Background: an optimization exercise with open tools, aiming at small area. Do not read the settings as production practice.
Only simulation tests tie the RTL to the original design; equivalence was not proved.
The flow treats the clock pin as an ideal source. Dropping or thinning the clock tree relies on that and would not hold on a real chip.
Power figures rest on the tool's default switching activity, not on a simulated workload.

==> inputs of trial 87 <==
Design traffic_control, start of the top module:
module traffic_control(GSN1,GSN2,GWE1,GWE2,RWE,RNS,SN1D1,SN1D2,SN2D1,SN2D2,WE1D1,WE1D2,WE2D1,WE2D2,CLK,RESET);
clock: 5.0 ns
lec_check: 0
abc_area: 1
cap_margin: 20
core_area: 4 4 64 64
die_area: 0 0 68 68
gpl_timing_driven: 0
slew_margin: 20
standard.sh (not shown) runs the stock make flow with config.mk's settings and CLKGATE_MAP_FILE= SYNTH_SCRIPT=/design/flow/synth_recipe.tcl, a recipe that flattens the netlist after the stock synthesis.
==> flow/flow/run.sh <==
#!/bin/bash
# The standard ORFS layout (standard.sh) with three changes:
#  - synthesis maps the logic with an area-only ABC script (flow/abc_area.script):
#    no buffering or upsizing inside ABC, and no half/full-adder extraction;
#  - ports that carry the same signal are not given extra synthesis buffers
#    (each port still gets its own port buffer in placement);
#  - the port buffers are the smallest buffer cell, buf_1.
set -euo pipefail
W=$PWD
rm -rf "$W/scripts"
cp -r "$FLOW_HOME/scripts" "$W/scripts"
cp "$W/flow/abc_area.script" "$W/scripts/abc_area.script"
export SCRIPTS_DIR="$W/scripts"
export ADDER_MAP_FILE=
export SYNTH_INSBUF=0
export BUFFER_PORTS_ARGS="-buffer_cell sky130_fd_sc_hd__buf_1"
export SKIP_REPAIR_TIE_FANOUT=1
export CTS_ARGS="-sink_clustering_enable -repair_clock_nets -buf_list sky130_fd_sc_hd__clkbuf_2 -root_buf sky130_fd_sc_hd__clkbuf_2 -sink_clustering_size 16 -sink_clustering_max_diameter 200 -dont_use_dummy_load"
bash standard.sh > "$W/standard.log" 2>&1
==> flow/flow/abc_area.script <==
strash
dch -f
map
topo
==> trial 63: changes against trial 87 <==
--- a/flow/flow/run.sh
+++ b/flow/flow/run.sh
@@ -17,3 +17,4 @@
 export SKIP_REPAIR_TIE_FANOUT=1
 export CTS_ARGS="-sink_clustering_enable -repair_clock_nets -buf_list sky130_fd_sc_hd__clkbuf_2 -root_buf sky130_fd_sc_hd__clkbuf_2 -sink_clustering_size 16 -sink_clustering_max_diameter 200 -dont_use_dummy_load"
+export POST_CTS_TCL="$W/flow/post_cts.tcl"
 bash standard.sh > "$W/standard.log" 2>&1
==> flow/flow/abc_area.script (replaced) <==
strash
dch -f
amap
topo
==> flow/flow/post_cts.tcl (new file) <==
# POST_CTS_TCL hook: with only a handful of flip-flops, one clock buffer is enough.
# Replace the clock tree CTS built (a root buffer feeding leaf buffers) by its root
# buffer alone, driving every flip-flop clock pin.
set block [ord::get_db_block]
set root ""
foreach inst [$block getInsts] {
  set it [$inst findITerm A]
  if {$it == "NULL" || $it == ""} continue
  set n [$it getNet]
  if {$n != "NULL" && $n != "" && [$n getName] == "CLK" && [string match "*clkbuf*" [[$inst getMaster] getName]]} { set root $inst }
}
puts "clock root: [$root getName]"
set rootnet [[$root findITerm X] getNet]
set leaves {}
foreach it [$rootnet getITerms] {
  set inst [$it getInst]
  if {$inst != $root && [string match "*clkbuf*" [[$inst getMaster] getName]]} { lappend leaves $inst }
}
foreach leaf $leaves {
  set onet [[$leaf findITerm X] getNet]
  foreach it [$onet getITerms] {
    if {[$it getInst] == $leaf} continue
    $it disconnect
    $it connect $rootnet
  }
  puts "removed [$leaf getName]"
  [$leaf findITerm A] disconnect
  [$leaf findITerm X] disconnect
  odb::dbInst_destroy $leaf
  odb::dbNet_destroy $onet
}
==> build 43: changes against trial 87 <==
--- a/flow/flow/run.sh
+++ b/flow/flow/run.sh
@@ -17,3 +17,4 @@
 export SKIP_REPAIR_TIE_FANOUT=1
 export CTS_ARGS="-sink_clustering_enable -repair_clock_nets -buf_list sky130_fd_sc_hd__clkbuf_2 -root_buf sky130_fd_sc_hd__clkbuf_2 -sink_clustering_size 16 -sink_clustering_max_diameter 200 -dont_use_dummy_load"
+export POST_CTS_TCL="$W/flow/post_cts.tcl"
 bash standard.sh > "$W/standard.log" 2>&1
==> flow/flow/post_cts.tcl (new file) <==
# POST_CTS_TCL hook: with only a handful of flip-flops, one clock buffer is enough.
# Replace the clock tree CTS built (a root buffer feeding leaf buffers) by its root
# buffer alone, driving every flip-flop clock pin.
set block [ord::get_db_block]
set root ""
foreach inst [$block getInsts] {
  set it [$inst findITerm A]
  if {$it == "NULL" || $it == ""} continue
  set n [$it getNet]
  if {$n != "NULL" && $n != "" && [$n getName] == "CLK" && [string match "*clkbuf*" [[$inst getMaster] getName]]} { set root $inst }
}
puts "clock root: [$root getName]"
set rootnet [[$root findITerm X] getNet]
set leaves {}
foreach it [$rootnet getITerms] {
  set inst [$it getInst]
  if {$inst != $root && [string match "*clkbuf*" [[$inst getMaster] getName]]} { lappend leaves $inst }
}
foreach leaf $leaves {
  set onet [[$leaf findITerm X] getNet]
  foreach it [$onet getITerms] {
    if {[$it getInst] == $leaf} continue
    $it disconnect
    $it connect $rootnet
  }
  puts "removed [$leaf getName]"
  [$leaf findITerm A] disconnect
  [$leaf findITerm X] disconnect
  odb::dbInst_destroy $leaf
  odb::dbNet_destroy $onet
}
==> notes.md <==
In trial 63 the clock skew is lower than in trial 87, by 0.0082 ns. Trial 63 passed the timing, design-rule and antenna checks. Build 43 finished with timing, DRC and antenna clean. Trial 87 produced a clean layout. Between build 43 and trial 63, the lower worst hold slack is in trial 63 (gap 0.094 ns). In flip-flop and latch count, trial 63 and trial 87 do not differ. The lowest maximum frequency belongs to trial 63, the highest to trial 87. Between trial 87 and trial 63, the lower area after synthesis is in trial 63 (gap about 9%, measured against trial 63). Between trial 87 and trial 63, the lower clock power is in trial 63 (gap about 65%, measured against trial 63). Sequential share of layout area: trial 63 < trial 87 < build 43. Against trial 87, the setup slack of trial 63 is lower by 0.18 ns. Of build 43 and trial 87, trial 87 has the higher cell count (gap about 1.2%, measured against trial 87). Against build 43, the critical path depth of trial 63 is higher by 4.
==> figures <==
metric	trial 63	build 43	trial 87
Fin worst setup slack	0.263 ns	0.420 ns	0.443 ns
Cell area reported after detailed placement	0.00139 mm²	0.00150 mm²	0.00150 mm²
CP max FO	11	13	10
Run status	finished clean	finished clean	finished clean
First-pass DRT Iterations	6	7	4
Cell count after placement	313	334	334
Most frequent cell on the critical path	nor2_1	nand2_1	nand2_1
Worst path buffer plus inverter count	4	3	3
Footprint of the flip-flops and latches	185 µm²	176 µm²	178 µm²
Fraction of the mapped netlist area in compound gates	35.1%	32.4%	32.4%
Global-route wire length before repair	7650 µm	7600 µm	7610 µm
Number of global-route vias before repair	1628	1589	1603
Worst-case register-to-register setup slack	2.48 ns	2.25 ns	2.29 ns
Overall power consumption	78.5 µW	76.3 µW	91.2 µW
Path category of the worst min-delay check	reg2reg	in2async	in2async
Synthesized netlist cell count	208	229	229
Yosys top cell area share	19.2%	19.7%	19.7%
Worst hold slack across all endpoints	0.653 ns	0.747 ns	0.678 ns
Number of cells in the finished layout apart from fillers	332	335	339
Pre-CTS worst setup slack	-0.457 ns	0.360 ns	0.360 ns
Power in combinational cells	2.73 µW	2.81 µW	2.81 µW

static timing again, ports no longer ideal:
Ports are ideal in the flow. The routed layouts listed here were re-timed in OpenROAD. Step 1 (the two cells are an assumption about what drives the block):
set clk [get_ports {CLK}]
set_driving_cell -lib_cell sky130_fd_sc_hd__clkbuf_16 $clk
set_driving_cell -lib_cell sky130_fd_sc_hd__buf_2 [delete_from_list [all_inputs] $clk]
Step 2 adds t to the input delays and takes it off the output delays; t is the mean of the earliest and latest rising clock arrival at the registers after step 1. Input paths then give back, and output paths get back, about the clock's delay inside the block. a / b / c = ideal ports / drivers / drivers and shift; a / b = the first two.
| run | shift t [ns] | setup slack, ns | worst setup path at the end | latest minus earliest clock arrival (ns) | slew at the worst register clock pin (ns) |
|---|---|---|---|---|---|
| trial 87 | 0.224 | 0.443 / 0.426 / 0.650 | register to output | 0.008 / 0.008 | 0.06 / 0.06 |
| trial 63 | 0.162 | 0.263 / 0.246 / 0.407 | register to output | 0.001 / 0.001 | 0.12 / 0.12 |
| build 43 | 0.148 | 0.420 / 0.402 / 0.550 | register to output | 0.000 / 0.000 | 0.10 / 0.10 |
After both steps every run listed still meets setup and hold.
